This design comes from an exercise in tuning for small area, a short achievable clock period and few clock cycles on the open sky130 flow, not from production work. At most, simulation tests tie the RTL to the original design; equivalence was not proved.

== S ==
==> flow/design.v (excerpt) <==
module Single_Reduction(sum,page_rank,out_deg,clk,reset,start,new_sum,done);
Size: roughly 2200 cells after synthesis, about 100 flip-flops, about 130 I/O pins, ~14000 sq um of cells after synthesis.
==> module msb_pos, before the edit <==
module msb_pos(x, pos);
input [31:0] x;
output [4:0] pos;
reg [2:0] in_byte [0:3];
integer g, i;
always @(*)
begin
	for (g = 0; g < 4; g = g + 1)
	begin
		in_byte[g] = 3'd0;
		for (i = 0; i < 8; i = i + 1)
			if (x[8*g+i]) in_byte[g] = i;
	end
end
wire [3:0] nz = {|x[31:24], |x[23:16], |x[15:8], |x[7:0]};
wire [1:0] top = nz[3] ? 2'd3 : nz[2] ? 2'd2 : nz[1] ? 2'd1 : 2'd0;
assign pos = {top, in_byte[top]};
endmodule
Settings: LEC_CHECK=0, ABC_AREA=1, CAP_MARGIN=20, CORE_MARGIN=2, CORE_UTILIZATION=40, SLEW_MARGIN=20; clock period 15.0 ns.
standard.sh (not shown) runs the stock make flow with config.mk's settings and CLKGATE_MAP_FILE= SYNTH_SCRIPT=/design/flow/synth_recipe.tcl, a recipe that flattens the netlist after the stock synthesis.
==> flow/flow/run.sh <==
#!/bin/bash
# Layout flow: the standard flow (standard.sh), with the standard synthesis unchanged, and two
# changes to the layout steps:
#  - the port buffers are sky130_fd_sc_hd__buf_1 (the default pick is a slow delay buffer);
#  - repair_timing works to a setup slack margin, so that it sizes and buffers the critical
#    paths although the 15 ns clock leaves them slack. The SDC and clock period are unchanged.
# Each step's full output goes to a log of its own here; ORFS keeps per-stage logs under orfs/logs.
set -uo pipefail
MARGIN=10.4
bash standard.sh synth > synth.log 2>&1 || exit 1
bash standard.sh BUFFER_PORTS_ARGS="-buffer_cell sky130_fd_sc_hd__buf_1" SETUP_SLACK_MARGIN=$MARGIN finish > layout.log 2>&1 || exit 1
Here is what was changed in the inputs of P compared with S.
diff --git a/flow/design.v b/flow/design.v
--- a/flow/design.v
+++ b/flow/design.v
@@ -1,19 +1,12 @@
 module msb_pos(x, pos);
 input [31:0] x;
-output [4:0] pos;
-reg [2:0] in_byte [0:3];
-integer g, i;
+output reg [4:0] pos;
+integer i;
 always @(*)
 begin
-	for (g = 0; g < 4; g = g + 1)
-	begin
-		in_byte[g] = 3'd0;
-		for (i = 0; i < 8; i = i + 1)
-			if (x[8*g+i]) in_byte[g] = i;
-	end
+	pos = 5'd0;
+	for (i = 0; i < 32; i = i + 1)
+		if (x[i]) pos = i;
 end
-wire [3:0] nz = {|x[31:24], |x[23:16], |x[15:8], |x[7:0]};
-wire [1:0] top = nz[3] ? 2'd3 : nz[2] ? 2'd2 : nz[1] ? 2'd1 : 2'd0;
-assign pos = {top, in_byte[top]};
 endmodule
 module div_align(rem, dvs, dvs_aligned, digits);
--- outcome ---
The lower post-route cell area of S and P is in P. Maximum frequency from static timing analysis (P over S): decrease, 7.0 MHz. [diff] worst hold slack, P relative to S: regression. Relative to S, post-CTS resize count increased by 21 in P. Sort S and P by path depth of the worst reg2reg path desc -> top: P. Relative to S, initial detailed-routing violation count has gone down in P. S -> P: critical path depth increased by more than half. Non-clock buffer count in the final layout delta for P relative to S: 11 higher. Total via count after detailed routing went down by a little under 10% going from S to P.
Testbench counts of P, summed over its fixed seeds: cycles 12,771.
Function not checked in S: the RTL went through the layout flow alone.

========
The RTL this note starts from:
==> flow/design.v <==
module msb_pos(x, pos);
input [31:0] x;
output [4:0] pos;
wire [15:0] v1; wire [15:0] p1;
wire [7:0] v2;  wire [15:0] p2;
wire [3:0] v3;  wire [11:0] p3;
wire [1:0] v4;  wire [7:0] p4;
genvar i;
generate
	for (i = 0; i < 16; i = i + 1)
	begin : l1
		assign v1[i] = x[2*i+1] | x[2*i];
		assign p1[i] = x[2*i+1];
	end
	for (i = 0; i < 8; i = i + 1)
	begin : l2
		assign v2[i] = v1[2*i+1] | v1[2*i];
		assign p2[2*i+1:2*i] = v1[2*i+1] ? {1'b1, p1[2*i+1]} : {1'b0, p1[2*i]};
	end
	for (i = 0; i < 4; i = i + 1)
	begin : l3
		assign v3[i] = v2[2*i+1] | v2[2*i];
		assign p3[3*i+2:3*i] = v2[2*i+1] ? {1'b1, p2[4*i+3:4*i+2]} : {1'b0, p2[4*i+1:4*i]};
	end
	for (i = 0; i < 2; i = i + 1)
	begin : l4
		assign v4[i] = v3[2*i+1] | v3[2*i];
		assign p4[4*i+3:4*i] = v3[2*i+1] ? {1'b1, p3[6*i+5:6*i+3]} : {1'b0, p3[6*i+2:6*i]};
	end
endgenerate
assign pos = v4[1] ? {1'b1, p4[7:4]} : {1'b0, p4[3:0]};
endmodule
module div_align(msb_r, msb_d, dvs, dvs_aligned, digits);
input [4:0] msb_r, msb_d;
input [31:0] dvs;
output [31:0] dvs_aligned;
output [3:0] digits;         
wire [4:0] shift = (msb_r > msb_d) ? (msb_r - msb_d) : 5'd0;
assign dvs_aligned = dvs << {shift[4:1], 1'b0};
assign digits = shift[4:1];
endmodule
module div_step(rem, dvs, ge, rem_next);
input [31:0] rem, dvs;
output [2:0] ge;                     
wire [1:0] digit;
output [31:0] rem_next;
wire [33:0] b1 = {2'b00, dvs};
wire [33:0] b2 = {1'b0, dvs, 1'b0};
wire [34:0] d1 = {3'b000, rem} - {1'b0, b1};
wire [34:0] d2 = {3'b000, rem} - {1'b0, b2};
wire [34:0] ca = {3'b000, rem};
wire [34:0] cb = ~{1'b0, b1};
wire [34:0] cc = ~{1'b0, b2};
wire [34:0] cs_s = ca ^ cb ^ cc;
wire [34:0] cs_c = (ca & cb) | (ca & cc) | (cb & cc);
wire [35:0] d3w = {cs_s, 1'b1} + {cs_c[33:0], 1'b1, 1'b1};
wire [34:0] d3 = d3w[35:1];
wire ge1 = ~d1[34];
wire ge2 = ~d2[34];
wire ge3 = ~d3[34];
assign digit = ge3 ? 2'd3 : ge2 ? 2'd2 : ge1 ? 2'd1 : 2'd0;
assign ge = {ge3, ge2, ge1};
assign rem_next = ge3 ? d3[31:0] : ge2 ? d2[31:0] : ge1 ? d1[31:0] : rem;
endmodule
module acc_digit(acc, pos, ge1, ge2, ge3, acc_next);
input [31:0] acc;
input [3:0] pos;
input ge1, ge2, ge3;
output [31:0] acc_next;
wire [15:0] at = 16'd1 << pos;      
reg [15:0] above;                   
reg [15:0] run;                     
integer k;
always @(*)
begin
	above[0] = 1'b0;
	for (k = 1; k < 16; k = k + 1)
		above[k] = above[k-1] | at[k-1];
	run[0] = 1'b1;
	for (k = 1; k < 16; k = k + 1)
		run[k] = run[k-1] & (~above[k-1] | (acc[2*k-1] & acc[2*k-2]));
end
wire [1:0] pair = acc[2*pos +: 2];
wire cout = (ge1 & pair[1] & pair[0]) | (ge2 & pair[1]) | (ge3 & (pair[1] | pair[0]));
wire odd = ge1 & ~ge2 | ge3;
wire lo = pair[0] ? ~odd : odd;
wire hi_flip = ge2 ? ~(odd & pair[0]) : (odd & pair[0]);
wire hi = pair[1] ? ~hi_flip : hi_flip;
genvar g;
generate
	for (g = 0; g < 16; g = g + 1)
	begin : grp
		wire c = cout & run[g] & above[g];
		assign acc_next[2*g]   = at[g] ? lo : (c ? ~acc[2*g] : acc[2*g]);
		assign acc_next[2*g+1] = at[g] ? hi : ((c & acc[2*g]) ? ~acc[2*g+1] : acc[2*g+1]);
	end
endgenerate
endmodule
module Single_Reduction(sum,page_rank,out_deg,clk,reset,start,new_sum,done);
input [31:0] sum;
input [31:0] page_rank;
input [31:0] out_deg;
input clk;
input reset;
input start;
output reg [31:0] new_sum;
output reg [0:0] done;
localparam S_IDLE = 2'd0, S_ALIGN = 2'd1, S_ITER = 2'd2;
reg [1:0] state;
reg [31:0] rem;      
reg [31:0] dvs;      
reg [3:0] cnt;       
reg [4:0] msb_r, msb_d;    
wire [31:0] dvs_aligned;
wire [3:0] digits;
wire [2:0] ge;
wire [31:0] rem_next;
wire [31:0] acc_next;
wire [4:0] msb_pr, msb_od;
msb_pos mp(page_rank, msb_pr);
msb_pos md(out_deg, msb_od);
div_align al(msb_r, msb_d, dvs, dvs_aligned, digits);
div_step st(rem, dvs, ge, rem_next);
acc_digit ac(new_sum, cnt, ge[0], ge[1], ge[2], acc_next);
always @(posedge clk, negedge reset)
begin
	if (!reset)
	begin
		state <= S_IDLE;
		done <= 1'b0;
	end
	else
	begin
		done <= 1'b0;
		case (state)
		S_IDLE: if (start) state <= S_ALIGN;
		S_ALIGN: state <= S_ITER;
		S_ITER: if (cnt == 4'd0)
		begin
			state <= S_IDLE;
			done <= 1'b1;
		end
		default: state <= S_IDLE;
		endcase
	end
end
always @(posedge clk)
begin
	case (state)
	S_IDLE:
	begin
		rem <= page_rank;
		dvs <= out_deg;
		new_sum <= sum;
		msb_r <= msb_pr;
		msb_d <= msb_od;
	end
	S_ALIGN:
	begin
		dvs <= dvs_aligned;
		cnt <= digits;
	end
	default:
	begin
		rem <= rem_next;
		dvs <= {2'b00, dvs[31:2]};
		new_sum <= acc_next;
		cnt <= cnt - 4'd1;
	end
	endcase
end
endmodule
export LEC_CHECK = 0
export ABC_AREA = 1
export CAP_MARGIN = 20
export CORE_MARGIN = 2
export CORE_UTILIZATION = 40
export SLEW_MARGIN = 20
create_clock -name core_clock -period 15.0 [get_ports {clk}]
==> flow/flow/run.sh <==
#!/bin/bash
# Layout flow: the standard flow (standard.sh), with the standard synthesis unchanged, and two
# changes to the layout steps:
#  - the port buffers are sky130_fd_sc_hd__buf_2 (the default pick is a slow delay buffer);
#  - repair_timing works to a setup slack margin, so that it sizes and buffers the critical
#    paths although the 15 ns clock leaves them slack. The SDC and clock period are unchanged.
# Each step's full output goes to a log of its own here; ORFS keeps per-stage logs under orfs/logs.
set -uo pipefail
MARGIN=10
bash standard.sh synth > synth.log 2>&1 || exit 1
bash standard.sh BUFFER_PORTS_ARGS="-buffer_cell sky130_fd_sc_hd__buf_2" SETUP_SLACK_MARGIN=$MARGIN finish > layout.log 2>&1 || exit 1
Then changed:
--- a/flow/design.v
+++ b/flow/design.v
@@ -1,41 +1,22 @@
 module msb_pos(x, pos);
 input [31:0] x;
-output [4:0] pos;
-wire [15:0] v1; wire [15:0] p1;
-wire [7:0] v2;  wire [15:0] p2;
-wire [3:0] v3;  wire [11:0] p3;
-wire [1:0] v4;  wire [7:0] p4;
-genvar i;
-generate
-	for (i = 0; i < 16; i = i + 1)
-	begin : l1
-		assign v1[i] = x[2*i+1] | x[2*i];
-		assign p1[i] = x[2*i+1];
-	end
-	for (i = 0; i < 8; i = i + 1)
-	begin : l2
-		assign v2[i] = v1[2*i+1] | v1[2*i];
-		assign p2[2*i+1:2*i] = v1[2*i+1] ? {1'b1, p1[2*i+1]} : {1'b0, p1[2*i]};
-	end
-	for (i = 0; i < 4; i = i + 1)
-	begin : l3
-		assign v3[i] = v2[2*i+1] | v2[2*i];
-		assign p3[3*i+2:3*i] = v2[2*i+1] ? {1'b1, p2[4*i+3:4*i+2]} : {1'b0, p2[4*i+1:4*i]};
-	end
-	for (i = 0; i < 2; i = i + 1)
-	begin : l4
-		assign v4[i] = v3[2*i+1] | v3[2*i];
-		assign p4[4*i+3:4*i] = v3[2*i+1] ? {1'b1, p3[6*i+5:6*i+3]} : {1'b0, p3[6*i+2:6*i]};
-	end
-endgenerate
-assign pos = v4[1] ? {1'b1, p4[7:4]} : {1'b0, p4[3:0]};
+output reg [4:0] pos;
+integer i;
+always @(*)
+begin
+	pos = 5'd0;
+	for (i = 0; i < 32; i = i + 1)
+		if (x[i]) pos = i;
+end
 endmodule
-module div_align(msb_r, msb_d, dvs, dvs_aligned, digits);
-input [4:0] msb_r, msb_d;
-input [31:0] dvs;
+module div_align(rem, dvs, dvs_aligned, digits);
+input [31:0] rem, dvs;
 output [31:0] dvs_aligned;
 output [3:0] digits;         
+wire [4:0] msb_r, msb_d;
+msb_pos pr(rem, msb_r);
+msb_pos pd(dvs, msb_d);
 wire [4:0] shift = (msb_r > msb_d) ? (msb_r - msb_d) : 5'd0;
 assign dvs_aligned = dvs << {shift[4:1], 1'b0};
 assign digits = shift[4:1];
 endmodule
@@ -109,18 +90,14 @@
 reg [1:0] state;
 reg [31:0] rem;      
 reg [31:0] dvs;      
 reg [3:0] cnt;       
-reg [4:0] msb_r, msb_d;    
 wire [31:0] dvs_aligned;
 wire [3:0] digits;
 wire [2:0] ge;
 wire [31:0] rem_next;
 wire [31:0] acc_next;
-wire [4:0] msb_pr, msb_od;
-msb_pos mp(page_rank, msb_pr);
-msb_pos md(out_deg, msb_od);
-div_align al(msb_r, msb_d, dvs, dvs_aligned, digits);
+div_align al(rem, dvs, dvs_aligned, digits);
 div_step st(rem, dvs, ge, rem_next);
 acc_digit ac(new_sum, cnt, ge[0], ge[1], ge[2], acc_next);
 always @(posedge clk, negedge reset)
 begin
@@ -151,10 +128,8 @@
 	begin
 		rem <= page_rank;
 		dvs <= out_deg;
 		new_sum <= sum;
-		msb_r <= msb_pr;
-		msb_d <= msb_od;
 	end
 	S_ALIGN:
 	begin
 		dvs <= dvs_aligned;
First-iteration DRC count falls by 5.7%.
Sequential share of layout area shrinks by 0.85 points.
Critical path depth grows by 4.
Design area is lower by 5.5%.
Wire length goes down by 7.2%.
Cell count decreases by 6.3%.
Testbench counts after the change, summed over its fixed seeds: cycles 12,771.
Only the layout flow was run in the first run of this note; the RTL was not checked for function there.

========
Single_Reduction with an RTL version that a note above also has.
Size in the first run: ~14000 sq um of cells after synthesis.
==> flow/config.mk <==
export PLATFORM = sky130hd
export DESIGN_NAME = Single_Reduction
export DESIGN_NICKNAME = Single_Reduction
export VERILOG_FILES = /design/flow/design.v
export SDC_FILE = /design/flow/constraint.sdc
export NUM_CORES = 4
export LEC_CHECK = 0
export ABC_AREA = 1
export CAP_MARGIN = 20
export CORE_MARGIN = 2
export CORE_UTILIZATION = 40
export SLEW_MARGIN = 20
==> flow/constraint.sdc <==
create_clock -name core_clock -period 15.0 [get_ports {clk}]
set_input_delay 3.0000 -clock core_clock [delete_from_list [all_inputs] [get_ports {clk}]]
set_output_delay 3.0000 -clock core_clock [all_outputs]
set_load 0.01 [all_outputs]
==> flow/flow/run.sh <==
#!/bin/bash
# Layout flow: the standard flow (standard.sh), with the standard synthesis unchanged, and two
# changes to the layout steps:
#  - the port buffers are sky130_fd_sc_hd__buf_1 (the default pick is a slow delay buffer);
#  - repair_timing works to a setup slack margin, so that it sizes and buffers the critical
#    paths although the 15 ns clock leaves them slack. The SDC and clock period are unchanged.
# Each step's full output goes to a log of its own here; ORFS keeps per-stage logs under orfs/logs.
set -uo pipefail
MARGIN=10.6
bash standard.sh synth > synth.log 2>&1 || exit 1
bash standard.sh BUFFER_PORTS_ARGS="-buffer_cell sky130_fd_sc_hd__buf_1" SETUP_SLACK_MARGIN=$MARGIN finish > layout.log 2>&1 || exit 1
The starting point went through all stages and came out clean.
Then changed:
--- a/flow/design.v
+++ b/flow/design.v
@@ -1,20 +1,13 @@
 module msb_pos(x, pos);
 input [31:0] x;
-output [4:0] pos;
-reg [2:0] in_byte [0:3];
-integer g, i;
+output reg [4:0] pos;
+integer i;
 always @(*)
 begin
-	for (g = 0; g < 4; g = g + 1)
-	begin
-		in_byte[g] = 3'd0;
-		for (i = 0; i < 8; i = i + 1)
-			if (x[8*g+i]) in_byte[g] = i;
-	end
+	pos = 5'd0;
+	for (i = 0; i < 32; i = i + 1)
+		if (x[i]) pos = i;
 end
-wire [3:0] nz = {|x[31:24], |x[23:16], |x[15:8], |x[7:0]};
-wire [1:0] top = nz[3] ? 2'd3 : nz[2] ? 2'd2 : nz[1] ? 2'd1 : 2'd0;
-assign pos = {top, in_byte[top]};
 endmodule
 module div_align(rem, dvs, dvs_aligned, digits);
 input [31:0] rem, dvs;
Outcome:
- first-iteration DRC count went down by roughly a tenth
- die area went down by a few percent
- non-clock buffer count went up by 16
- count of clock-buffer cells in the layout went up by 1
- worst hold slack gets worse by 0.0096 ns
- critical path depth went up by 5
- fmax went down by a few percent
- worst setup slack gets worse by 0.18 ns
Testbench counts after the change, summed over its fixed seeds: cycles 12,771.
Function not checked in the first run of this note: the RTL went through the layout flow alone.

[what the ideal ports hide]
How much do the figures lean on ideal ports? The routed layouts below were timed once more, with nothing changed but the port constraints.
Step 1 (the two cells are an assumption about what drives the block):
set clk [get_ports {clk}]
set_driving_cell -lib_cell sky130_fd_sc_hd__clkbuf_16 $clk
set_driving_cell -lib_cell sky130_fd_sc_hd__buf_2 [delete_from_list [all_inputs] $clk]
Step 2 adds t to the input delays and takes it off the output delays; t is the mean of the earliest and latest rising clock arrival at the registers after step 1. Input paths then give back, and output paths get back, about the clock's delay inside the block.
Three values: ideal, step 1, step 2; two values: the first two.
run | shift t [ns] | setup WS [ns] | latest minus earliest clock arrival (ns) | worst slew at a driven data input, ns
S | 0.447 | 10.654 / 10.654 / 10.654 | 0.018 / 0.018 | 0.06
P | 0.433 | 10.519 / 10.519 / 10.519 | 0.014 / 0.014 | 0.06
the first run of note 2 | 0.486 | 10.450 / 10.450 / 10.186 | 0.015 / 0.015 | 0.08
the second run of note 2 | 0.434 | 10.298 / 10.298 / 10.298 | 0.010 / 0.010 | 0.05
the first run of note 3 | 0.447 | 10.670 / 10.670 / 10.670 | 0.022 / 0.022 | 0.06
the second run of note 3 | 0.436 | 10.491 / 10.491 / 10.491 | 0.010 / 0.010 | 0.06
After both steps every run listed still meets setup and hold. For the first run of note 2, which loses most, drivers alone change the setup slack by 0.000 ns; drivers and shift together by -0.264 ns.
